What follows belongs to an exercise in optimizing a design on an open flow for small area; a production flow would make more cautious choices.
In this exercise RTL edits were held to simulation tests only and were not proved equivalent to the original.
No activity file was given, so power comes from the tool's default toggle rates.

Setup of old:
==> flow/design.v <==
module spi(pclk,presetn,paddr,pwrite,psel,penable,pwdata,miso,sclk,ss,spiintr_req,mosi,prdata,pready,pslverr);
input pclk,presetn,pwrite,psel,penable,miso;
input [2:0]paddr;
input [7:0]pwdata;
output reg ss,sclk,mosi;
output spiintr_req,pready,pslverr;
output [7:0]prdata;
reg st_act;             
reg st_en;              
reg md_wait, md_stop;   
reg [7:0] spicr1;
reg [4:0] spicr2;       
reg [6:0] spibr;        
reg [7:0] dr_q;          
reg dr_zero;             
wire [7:0] spidr = dr_zero ? 8'h00 : dr_q;
reg senddata;
reg spif_q, modf_q;     
reg receivedata;
wire lsbfe  = spicr1[0];
wire ssoe   = spicr1[1];
wire cpha   = spicr1[2];
wire cpol   = spicr1[3];
wire mstr   = spicr1[4];
wire sptie  = spicr1[5];
wire spe    = spicr1[6];
wire spie   = spicr1[7];
wire spiswai = spicr2[1];
wire modfen  = spicr2[4];
wire [2:0] sppr = spibr[6:4];
wire [2:0] spr  = spibr[2:0];
wire mode_ok = ~md_stop;
wire wrenb = st_en & pwrite;
wire rdenb = st_en & ~pwrite;
reg  [7:0] tempreg;
wire [7:0] misodata = receivedata ? tempreg : 8'h00;
wire cond = (spidr == pwdata) & (spidr != misodata) & mode_ok;
wire spif = |spidr;
wire modf = mstr & modfen & ~ss & ~ssoe;
reg [7:0] rd;
always @* begin
  case (paddr)
    3'd0: rd = spicr1;
    3'd1: rd = {3'b000, spicr2[4:3], 1'b0, spicr2[1:0]};
    3'd2: rd = {1'b0, spibr[6:4], 1'b0, spibr[2:0]};
    3'd3: rd = {spif_q, 1'b0, ~spif_q, modf_q, 4'b0000};
    default: rd = spidr;
  endcase
end
assign prdata = rdenb ? rd : 8'h00;
assign pready = st_en;
assign pslverr = st_en;
assign spiintr_req = (spie & (spif | modf)) | (sptie & ~spif);
always @(posedge pclk) begin
  if (~presetn) begin
    st_act <= 1'b0; st_en <= 1'b0;
    md_wait <= 1'b0; md_stop <= 1'b0;
    spicr1 <= 8'h04; spicr2 <= 5'h00; spibr <= 7'h00; dr_q <= 8'h00; dr_zero <= 1'b0;
    senddata <= 1'b0;
  end else begin
    st_act <= psel & (~penable | st_act);
    st_en  <= psel & penable & st_act;
    md_stop <= spiswai & (md_wait | md_stop);
    md_wait <= md_stop ? ~spiswai : (~spe & ~(md_wait & spiswai));
    if (wrenb & paddr == 3'd0) spicr1 <= pwdata;
    if (wrenb & paddr == 3'd1) spicr2 <= {pwdata[4:3], 1'b0, pwdata[1:0]};
    if (wrenb & paddr == 3'd2) spibr <= {pwdata[6:4], 1'b0, pwdata[2:0]};
    if (wrenb) begin
      if (paddr == 3'd5) begin dr_q <= pwdata; dr_zero <= 1'b0; end
    end else if (cond) begin dr_q <= spidr; dr_zero <= 1'b1; end
    else if (receivedata & mode_ok) begin dr_q <= tempreg; dr_zero <= 1'b0; end
    if (~wrenb) senddata <= cond;
  end
end
always @(posedge pclk) begin
  spif_q <= spif;
  modf_q <= modf;
end
reg [9:0] K;
always @* begin
  case (spr)
    3'd0: K = {7'b0, sppr};
    3'd1: K = {6'b0, sppr, 1'b1};
    3'd2: K = {5'b0, sppr, 2'b11};
    3'd3: K = {4'b0, sppr, 3'b111};
    3'd4: K = {3'b0, sppr, 4'b1111};
    3'd5: K = {2'b0, sppr, 5'b11111};
    3'd6: K = {1'b0, sppr, 6'b111111};
    default: K = {sppr, 7'b1111111};
  endcase
end
reg [11:0] bcnt;
reg flaglow, flaghigh, flagslow, flagshigh;
wire beq  = (bcnt[11:1] == {1'b0, K});
wire hit1 = beq & bcnt[0];
wire hit2 = beq & ~bcnt[0];
wire brun = mode_ok & ~ss & ~spiswai;
wire tpol = cpol ^ cpha;
always @(posedge pclk) begin
  if (~presetn) begin
    bcnt <= 12'd0; sclk <= 1'b0;
    flaglow <= 1'b0; flaghigh <= 1'b0; flagslow <= 1'b0; flagshigh <= 1'b0;
  end else begin
    bcnt <= (brun & ~hit1) ? bcnt + 12'd1 : 12'd0;
    sclk <= brun & (sclk ^ hit1);
    if (~tpol) begin
      flaglow  <= ~sclk & hit1;
      flagslow <= sclk & hit2;
    end else begin
      flaghigh  <= sclk & hit1;
      flagshigh <= ~sclk & hit2;
    end
  end
end
reg [9:0] shi;
reg [4:0] slo;
wire slo_end = (slo == 5'b10000);
wire slo_fb = slo[4] ^ slo[2] ^ (slo[3:0] == 4'b0000);
wire sen = mstr & ~spiswai & mode_ok;
wire sle = (shi <= K);
wire seq = (shi == K) & slo_end;
wire slt = sle & ~seq;
always @(posedge pclk) begin
  if (~presetn) begin
    receivedata <= 1'b0; ss <= 1'b1;
  end else begin
    receivedata <= sen & ~senddata & (seq | (slt & receivedata));
    ss <= ~sen | (~senddata & ~sle);
  end
end
wire srun = sen & ~senddata & slt;
always @(posedge pclk) begin
  slo <= srun ? {slo[3:0], slo_fb} : 5'd0;
  shi <= srun ? shi + {9'd0, slo_end} : 10'd0;
end
reg [7:0] shreg;
reg [2:0] c0, c1n, c2, c3n;    
wire fA = tpol ? flagshigh : flagslow;
wire fB = tpol ? flaghigh : flaglow;
wire [2:0] cA = lsbfe ? c0 : c1n;
wire [2:0] cB = lsbfe ? c2 : c3n;
wire [2:0] sumA = cA + {2'b0, fA};
wire [2:0] sumB = cB + {2'b0, fB};
wire [2:0] ridx = cB ^ {3{~lsbfe}};
always @(posedge pclk) begin
  if (~presetn) begin
    mosi <= 1'b0; shreg <= 8'h00; tempreg <= 8'h00;
    c0 <= 3'd0; c1n <= 3'd7; c2 <= 3'd0; c3n <= 3'd7;
  end else begin
    if (senddata & dr_zero) shreg <= dr_q;
    if (lsbfe) begin
      c0 <= ss ? 3'd0 : sumA;
      c2 <= ss ? 3'd0 : sumB;
    end else begin
      c1n <= ss ? 3'd7 : sumA;
      c3n <= ss ? 3'd7 : sumB;
    end
    tempreg[ridx] <= ~ss & miso & fB;
    if (~ss & flagshigh & (~tpol | lsbfe)) mosi <= shreg[tpol ? c0 : ~c1n];
  end
end
endmodule
Settings: LEC_CHECK=0, ABC_AREA=1, CAP_MARGIN=0, CORE_MARGIN=2, CORE_UTILIZATION=60, PLACE_DENSITY=0.7, SLEW_MARGIN=0; clock period 8.0 ns.
standard.sh (not shown) runs the stock make flow with config.mk's settings and CLKGATE_MAP_FILE= SYNTH_SCRIPT=/design/flow/synth_recipe.tcl, a recipe that flattens the netlist after the stock synthesis.
==> flow/flow/run.sh <==
#!/bin/bash
# Standard synthesis; then the combinational logic is re-mapped for area with a few
# ABC scripts (flip-flops kept exactly as the standard synthesis made them) and the
# smallest result is kept; then the standard layout from that netlist.
set -euo pipefail
HERE=$(pwd)
R=$HERE/orfs/results/sky130hd/spi/base
LIB=$FLOW_HOME/platforms/sky130hd/lib/sky130_fd_sc_hd__tt_025C_1v80.lib
YOSYS=$(command -v yosys || echo /OpenROAD-flow-scripts/tools/install/yosys/bin/yosys)

# clock tree: no dummy loads, clkbuf_8 only; port buffers: smallest buffer
if [[ -f $HERE/flow/cts_args ]]; then export CTS_ARGS="$(cat $HERE/flow/cts_args)"; fi
export BUFFER_PORTS_ARGS="-buffer_cell sky130_fd_sc_hd__buf_1"

bash standard.sh synth > synth.log 2>&1
cp $R/1_2_yosys.v $HERE/std_synth.v

reopt() {
  local n=$1
  cat > $HERE/reopt_$n.ys <<EOS
read_liberty -ignore_miss_func $LIB
read_verilog $HERE/std_synth.v
hierarchy -top $FLOW_TOP
blackbox sky130_fd_sc_hd__df* sky130_fd_sc_hd__edf* sky130_fd_sc_hd__sdf* sky130_fd_sc_hd__dl*
flatten
opt -purge
abc -liberty $LIB -dont_use sky130_fd_sc_hd__probe_p_8 -dont_use sky130_fd_sc_hd__probec_p_8 -dont_use sky130_fd_sc_hd__lpflow_* -script $HERE/flow/abc$n.script
setundef -zero
splitnets
opt_clean -purge
hilomap -singleton -hicell sky130_fd_sc_hd__conb_1 HI -locell sky130_fd_sc_hd__conb_1 LO
insbuf -buf sky130_fd_sc_hd__buf_1 A X
write_verilog -noattr -nohex -nodec $HERE/reopt_$n.v
EOS
  cat > $HERE/reopt_check_$n.ys <<EOS
read_liberty -lib $LIB
read_verilog $HERE/reopt_$n.v
hierarchy -top $FLOW_TOP
check -assert
stat -liberty $LIB
EOS
  $YOSYS -l $HERE/reopt_$n.log -q $HERE/reopt_$n.ys > /dev/null 2>&1 && \
  $YOSYS -l $HERE/reopt_check_$n.log -q $HERE/reopt_check_$n.ys > /dev/null 2>&1
}
for n in 1 2 3 4; do reopt $n & done
wait || true
for n in 5 6 7 8; do reopt $n & done
wait || true
for n in 9 10 11 12; do reopt $n & done
wait || true
best=""; besta=""
for n in $(seq 1 12); do
  a=$(grep -s "Chip area" $HERE/reopt_check_$n.log | tail -1 | awk '{print $NF}') || true
  if grep -qs "Found and reported 0 problems" $HERE/reopt_check_$n.log && [[ -n "$a" ]]; then
    if [[ -z "$best" ]] || awk "BEGIN{exit !($a < $besta)}"; then best=$n; besta=$a; fi
  fi
done
echo "reopt areas:" > $HERE/reopt_choice.log
grep -s "Chip area" $HERE/reopt_check_*.log >> $HERE/reopt_choice.log || true
echo "chosen: ${best:-standard}" >> $HERE/reopt_choice.log
if [[ -n "$best" ]]; then
  cp $HERE/reopt_$best.v $R/1_2_yosys.v
  rm -f $R/1_synth.odb
fi
bash standard.sh > standard.log 2>&1
Other scripts of this flow, unchanged in this note and not shown: flow/flow/abc1.script, flow/flow/abc10.script, flow/flow/abc11.script, flow/flow/abc12.script, flow/flow/abc2.script, flow/flow/abc3.script, flow/flow/abc4.script, flow/flow/abc5.script, flow/flow/abc6.script, flow/flow/abc7.script, flow/flow/abc8.script, flow/flow/abc9.script, flow/flow/cts_args
### old -> new
--- a/flow/design.v
+++ b/flow/design.v
@@ -75,8 +75,11 @@
 always @(posedge pclk) begin
   spif_q <= spif;
   modf_q <= modf;
 end
+reg loadq;    
+always @(posedge pclk)
+  loadq <= presetn & ~wrenb & cond;
 reg [9:0] K;
 always @* begin
   case (spr)
     3'd0: K = {7'b0, sppr};
@@ -133,30 +136,30 @@
   slo <= srun ? {slo[3:0], slo_fb} : 5'd0;
   shi <= srun ? shi + {9'd0, slo_end} : 10'd0;
 end
 reg [7:0] shreg;
-reg [2:0] c0, c1n, c2, c3n;    
+reg [2:0] c0, c1, c2, c3;
 wire fA = tpol ? flagshigh : flagslow;
 wire fB = tpol ? flaghigh : flaglow;
-wire [2:0] cA = lsbfe ? c0 : c1n;
-wire [2:0] cB = lsbfe ? c2 : c3n;
+wire [2:0] cA = lsbfe ? c0 : ~c1;
+wire [2:0] cB = lsbfe ? c2 : ~c3;
 wire [2:0] sumA = cA + {2'b0, fA};
 wire [2:0] sumB = cB + {2'b0, fB};
 wire [2:0] ridx = cB ^ {3{~lsbfe}};
 always @(posedge pclk) begin
   if (~presetn) begin
     mosi <= 1'b0; shreg <= 8'h00; tempreg <= 8'h00;
-    c0 <= 3'd0; c1n <= 3'd7; c2 <= 3'd0; c3n <= 3'd7;
+    c0 <= 3'd0; c1 <= 3'd0; c2 <= 3'd0; c3 <= 3'd0;
   end else begin
-    if (senddata & dr_zero) shreg <= dr_q;
+    if (loadq) shreg <= dr_q;
     if (lsbfe) begin
       c0 <= ss ? 3'd0 : sumA;
       c2 <= ss ? 3'd0 : sumB;
     end else begin
-      c1n <= ss ? 3'd7 : sumA;
-      c3n <= ss ? 3'd7 : sumB;
+      c1 <= ss ? 3'd0 : ~sumA;
+      c3 <= ss ? 3'd0 : ~sumB;
     end
     tempreg[ridx] <= ~ss & miso & fB;
-    if (~ss & flagshigh & (~tpol | lsbfe)) mosi <= shreg[tpol ? c0 : ~c1n];
+    if (~ss & flagshigh & (~tpol | lsbfe)) mosi <= shreg[tpol ? c0 : c1];
   end
 end
 endmodule
## What came out
In new, the proportion of power drawn by the clock network came out 1.1 points below the value in old. new has total global-route track usage above what old had. Internal power consumption, old and new: lower on old. Going from old to new, mapped cell area grows by about 0.47%. A start point of the critical path of paddr[2] is what old shows, while pwrite belongs to new. Part of the cycle the worst path needs up 3.8 points in new wrt old.


Another version of the RTL of spi (not shown whole).
For scale: ~31 I/O pins, ~4300 um2 of cells after synthesis.
==> module spi, before the edit <==
module spi(pclk,presetn,paddr,pwrite,psel,penable,pwdata,miso,sclk,ss,spiintr_req,mosi,prdata,pready,pslverr);
input pclk,presetn,pwrite,psel,penable,miso;
input [2:0]paddr;
input [7:0]pwdata;
output reg ss,sclk,mosi;
output spiintr_req,pready,pslverr;
output [7:0]prdata;
reg st_act;             
reg st_en;              
reg md_wait, md_stop;   
reg [7:0] spicr1;
reg [4:0] spicr2;       
reg [6:0] spibr;        
reg [7:0] dr_q;          
reg dr_zero;             
wire [7:0] spidr = dr_zero ? 8'h00 : dr_q;
reg senddata;
reg spif_q, modf_q;     
reg receivedata;
wire lsbfe  = spicr1[0];
wire ssoe   = spicr1[1];
wire cpha   = spicr1[2];
wire cpol   = spicr1[3];
wire mstr   = spicr1[4];
wire sptie  = spicr1[5];
wire spe    = spicr1[6];
wire spie   = spicr1[7];
wire spiswai = spicr2[1];
wire modfen  = spicr2[4];
wire [2:0] sppr = spibr[6:4];
wire [2:0] spr  = spibr[2:0];
wire mode_ok = ~md_stop;
wire wrenb = st_en & pwrite;
wire rdenb = st_en & ~pwrite;
reg  [7:0] tempreg;
wire [7:0] misodata = receivedata ? tempreg : 8'h00;
wire cond = (spidr == pwdata) & (spidr != misodata) & mode_ok;
wire spif = |spidr;
wire modf = mstr & modfen & ~ss & ~ssoe;
reg [7:0] rd;
always @* begin
  case (paddr)
    3'd0: rd = spicr1;
    3'd1: rd = {3'b000, spicr2[4:3], 1'b0, spicr2[1:0]};
    3'd2: rd = {1'b0, spibr[6:4], 1'b0, spibr[2:0]};
    3'd3: rd = {spif_q, 1'b0, ~spif_q, modf_q, 4'b0000};
    default: rd = spidr;
  endcase
end
assign prdata = rdenb ? rd : 8'h00;
assign pready = st_en;
assign pslverr = st_en;
assign spiintr_req = (spie & (spif | modf)) | (sptie & ~spif);
always @(posedge pclk) begin
  if (~presetn) begin
    st_act <= 1'b0; st_en <= 1'b0;
    md_wait <= 1'b0; md_stop <= 1'b0;
    spicr1 <= 8'h04; spicr2 <= 5'h00; spibr <= 7'h00; dr_q <= 8'h00; dr_zero <= 1'b0;
    senddata <= 1'b0;
  end else begin
    st_act <= psel & (~penable | st_act);
    st_en  <= psel & penable & st_act;
    md_stop <= spiswai & (md_wait | md_stop);
    md_wait <= md_stop ? ~spiswai : (~spe & ~(md_wait & spiswai));
    if (wrenb & paddr == 3'd0) spicr1 <= pwdata;
    if (wrenb & paddr == 3'd1) spicr2 <= {pwdata[4:3], 1'b0, pwdata[1:0]};
    if (wrenb & paddr == 3'd2) spibr <= {pwdata[6:4], 1'b0, pwdata[2:0]};
    if (wrenb) begin
      if (paddr == 3'd5) begin dr_q <= pwdata; dr_zero <= 1'b0; end
    end else if (cond) begin dr_q <= spidr; dr_zero <= 1'b1; end
    else if (receivedata & mode_ok) begin dr_q <= tempreg; dr_zero <= 1'b0; end
    if (~wrenb) senddata <= cond;
  end
end
always @(posedge pclk) begin
  spif_q <= spif;
  modf_q <= modf;
end
reg loadq;    
always @(posedge pclk)
  loadq <= presetn & ~wrenb & cond;
reg [9:0] K;
always @* begin
  case (spr)
    3'd0: K = {7'b0, sppr};
    3'd1: K = {6'b0, sppr, 1'b1};
    3'd2: K = {5'b0, sppr, 2'b11};
    3'd3: K = {4'b0, sppr, 3'b111};
    3'd4: K = {3'b0, sppr, 4'b1111};
    3'd5: K = {2'b0, sppr, 5'b11111};
    3'd6: K = {1'b0, sppr, 6'b111111};
    default: K = {sppr, 7'b1111111};
  endcase
end
reg [11:0] bcnt;
reg flaglow, flaghigh, flagslow, flagshigh;
wire beq  = (bcnt[11:1] == {1'b0, K});
wire hit1 = beq & bcnt[0];
wire hit2 = beq & ~bcnt[0];
wire brun = mode_ok & ~ss & ~spiswai;
wire tpol = cpol ^ cpha;
always @(posedge pclk) begin
  if (~presetn) begin
    bcnt <= 12'd0; sclk <= 1'b0;
    flaglow <= 1'b0; flaghigh <= 1'b0; flagslow <= 1'b0; flagshigh <= 1'b0;
  end else begin
    bcnt <= (brun & ~hit1) ? bcnt + 12'd1 : 12'd0;
    sclk <= brun & (sclk ^ hit1);
    if (~tpol) begin
      flaglow  <= ~sclk & hit1;
      flagslow <= sclk & hit2;
    end else begin
      flaghigh  <= sclk & hit1;
      flagshigh <= ~sclk & hit2;
    end
  end
end
reg [14:0] scnt;
wire sen = mstr & ~spiswai & mode_ok;
wire sle = (scnt[14:5] <= K);
wire seq = (scnt[14:5] == K) & (&scnt[4:0]);
wire slt = sle & ~seq;
always @(posedge pclk) begin
  if (~presetn) begin
    receivedata <= 1'b0; ss <= 1'b1;
  end else begin
    receivedata <= sen & ~senddata & (seq | (slt & receivedata));
    ss <= ~sen | (~senddata & ~sle);
  end
end
always @(posedge pclk)
  scnt <= (sen & ~senddata & slt) ? scnt + 15'd1 : 15'd0;
reg [7:0] shreg;
reg [2:0] c0, c1, c2, c3;
wire fA = tpol ? flagshigh : flagslow;
wire fB = tpol ? flaghigh : flaglow;
wire [2:0] cA = lsbfe ? c0 : ~c1;
wire [2:0] cB = lsbfe ? c2 : ~c3;
wire [2:0] sumA = cA + {2'b0, fA};
wire [2:0] sumB = cB + {2'b0, fB};
wire [2:0] ridx = cB ^ {3{~lsbfe}};
always @(posedge pclk) begin
  if (~presetn) begin
    mosi <= 1'b0; shreg <= 8'h00; tempreg <= 8'h00;
    c0 <= 3'd0; c1 <= 3'd0; c2 <= 3'd0; c3 <= 3'd0;
  end else begin
    if (loadq) shreg <= dr_q;
    if (lsbfe) begin
      c0 <= ss ? 3'd0 : sumA;
      c2 <= ss ? 3'd0 : sumB;
    end else begin
      c1 <= ss ? 3'd0 : ~sumA;
      c3 <= ss ? 3'd0 : ~sumB;
    end
    tempreg[ridx] <= ~ss & miso & fB;
    if (~ss & flagshigh & (~tpol | lsbfe)) mosi <= shreg[tpol ? c0 : c1];
  end
end
endmodule
export LEC_CHECK = 0
export ABC_AREA = 1
export CAP_MARGIN = 20
export CORE_MARGIN = 2
export CORE_UTILIZATION = 60
export PLACE_DENSITY = 0.7
export SLEW_MARGIN = 20
create_clock -name core_clock -period 8.0 [get_ports {pclk}]
==> flow/flow/run.sh <==
#!/bin/bash
# Standard synthesis; then the combinational logic is re-mapped for area with a few
# ABC scripts (flip-flops kept exactly as the standard synthesis made them) and the
# smallest result is kept; then the standard layout from that netlist.
set -euo pipefail
HERE=$(pwd)
R=$HERE/orfs/results/sky130hd/spi/base
LIB=$FLOW_HOME/platforms/sky130hd/lib/sky130_fd_sc_hd__tt_025C_1v80.lib
YOSYS=$(command -v yosys || echo /OpenROAD-flow-scripts/tools/install/yosys/bin/yosys)

# clock tree: no dummy loads, clkbuf_8 only; port buffers: smallest buffer
if [[ -f $HERE/flow/cts_args ]]; then export CTS_ARGS="$(cat $HERE/flow/cts_args)"; fi
export BUFFER_PORTS_ARGS="-buffer_cell sky130_fd_sc_hd__buf_1"

bash standard.sh synth > synth.log 2>&1
cp $R/1_2_yosys.v $HERE/std_synth.v

reopt() {
  local n=$1
  cat > $HERE/reopt_$n.ys <<EOS
read_liberty -ignore_miss_func $LIB
read_verilog $HERE/std_synth.v
hierarchy -top $FLOW_TOP
blackbox sky130_fd_sc_hd__df* sky130_fd_sc_hd__edf* sky130_fd_sc_hd__sdf* sky130_fd_sc_hd__dl*
flatten
opt -purge
abc -liberty $LIB -dont_use sky130_fd_sc_hd__probe_p_8 -dont_use sky130_fd_sc_hd__probec_p_8 -dont_use sky130_fd_sc_hd__lpflow_* -script $HERE/flow/abc$n.script
setundef -zero
splitnets
opt_clean -purge
hilomap -singleton -hicell sky130_fd_sc_hd__conb_1 HI -locell sky130_fd_sc_hd__conb_1 LO
insbuf -buf sky130_fd_sc_hd__buf_1 A X
write_verilog -noattr -nohex -nodec $HERE/reopt_$n.v
EOS
  cat > $HERE/reopt_check_$n.ys <<EOS
read_liberty -lib $LIB
read_verilog $HERE/reopt_$n.v
hierarchy -top $FLOW_TOP
check -assert
stat -liberty $LIB
EOS
  $YOSYS -l $HERE/reopt_$n.log -q $HERE/reopt_$n.ys > /dev/null 2>&1 && \
  $YOSYS -l $HERE/reopt_check_$n.log -q $HERE/reopt_check_$n.ys > /dev/null 2>&1
}
for n in 1 2 3 4; do reopt $n & done
wait || true
for n in 5 6 7 8; do reopt $n & done
wait || true
best=""; besta=""
for n in 1 2 3 4 5 6 7 8; do
  a=$(grep -s "Chip area" $HERE/reopt_check_$n.log | tail -1 | awk '{print $NF}') || true
  if grep -qs "Found and reported 0 problems" $HERE/reopt_check_$n.log && [[ -n "$a" ]]; then
    if [[ -z "$best" ]] || awk "BEGIN{exit !($a < $besta)}"; then best=$n; besta=$a; fi
  fi
done
echo "reopt areas:" > $HERE/reopt_choice.log
grep -s "Chip area" $HERE/reopt_check_*.log >> $HERE/reopt_choice.log || true
echo "chosen: ${best:-standard}" >> $HERE/reopt_choice.log
if [[ -n "$best" ]]; then
  cp $HERE/reopt_$best.v $R/1_2_yosys.v
  rm -f $R/1_synth.odb
fi
bash standard.sh > standard.log 2>&1
Other scripts of this flow, unchanged in this note and not shown: flow/flow/abc1.script, flow/flow/abc2.script, flow/flow/abc3.script, flow/flow/abc4.script, flow/flow/abc5.script, flow/flow/abc6.script, flow/flow/abc7.script, flow/flow/abc8.script, flow/flow/cts_args
Edit:
--- a/flow/design.v
+++ b/flow/design.v
@@ -113,25 +113,31 @@
       flaghigh  <= sclk & hit1;
       flagshigh <= ~sclk & hit2;
     end
   end
 end
-reg [14:0] scnt;
+reg [9:0] shi;
+reg [4:0] slo;
+wire slo_end = (slo == 5'b10000);
+wire slo_fb = slo[4] ^ slo[2] ^ (slo[3:0] == 4'b0000);
 wire sen = mstr & ~spiswai & mode_ok;
-wire sle = (scnt[14:5] <= K);
-wire seq = (scnt[14:5] == K) & (&scnt[4:0]);
+wire sle = (shi <= K);
+wire seq = (shi == K) & slo_end;
 wire slt = sle & ~seq;
 always @(posedge pclk) begin
   if (~presetn) begin
     receivedata <= 1'b0; ss <= 1'b1;
   end else begin
     receivedata <= sen & ~senddata & (seq | (slt & receivedata));
     ss <= ~sen | (~senddata & ~sle);
   end
 end
-always @(posedge pclk)
-  scnt <= (sen & ~senddata & slt) ? scnt + 15'd1 : 15'd0;
+wire srun = sen & ~senddata & slt;
+always @(posedge pclk) begin
+  slo <= srun ? {slo[3:0], slo_fb} : 5'd0;
+  shi <= srun ? shi + {9'd0, slo_end} : 10'd0;
+end
 reg [7:0] shreg;
 reg [2:0] c0, c1, c2, c3;
 wire fA = tpol ? flagshigh : flagslow;
 wire fB = tpol ? flaghigh : flaglow;
 wire [2:0] cA = lsbfe ? c0 : ~c1;
=>
- worst setup slack improves by 0.0047 ns
- sequential power goes up by about 2%
- design area goes down by 0.88%
- routed wire length goes up by 0.34%
- worst hold slack improves by 0.0088 ns
- cell count goes up by 0.48%
- global-route usage goes up by 0.17 points
- sequential cell count is unchanged
- non-clock buffer count goes down by 2
- area after synthesis goes down by 0.78%
- clock power goes up by about 2%
- sequential share of layout area goes up by 0.37 points
- via count goes down by 1.4%

static timing again, ports no longer ideal:
Ports are ideal in the flow. The routed layouts listed here were re-timed in OpenROAD.
Step 1 assumes that a clkbuf_16 drives the clock port and a buf_2 every other input.
Step 2 also shifts input and output timing later by t, the mid clock arrival at the registers, as if the neighbouring blocks saw the same clock.
Slacks: no drivers / after step 1 / after step 2; pairs: no drivers / after step 1.
| run | shift t [ns] | slack for setup (ns) | hold slack, ns | cell pins on the clock port's net |
|---|---|---|---|---|
| old | 0.377 | 3.301 / 3.281 / 3.281 | 0.438 / 0.438 / 0.438 | 1 |
| new | 0.390 | 2.993 / 2.972 / 2.972 | 0.440 / 0.440 / 0.440 | 1 |
| the first run of note 2 | 0.385 | 3.441 / 3.417 / 3.417 | 0.431 / 0.431 / 0.431 | 1 |
| the second run of note 2 | 0.390 | 3.446 / 3.425 / 3.425 | 0.440 / 0.440 / 0.440 | 1 |
After both steps setup and hold are still met in every run listed. For the first run of note 2, which loses most, drivers alone change the setup slack by -0.024 ns; drivers and shift together by -0.024 ns.
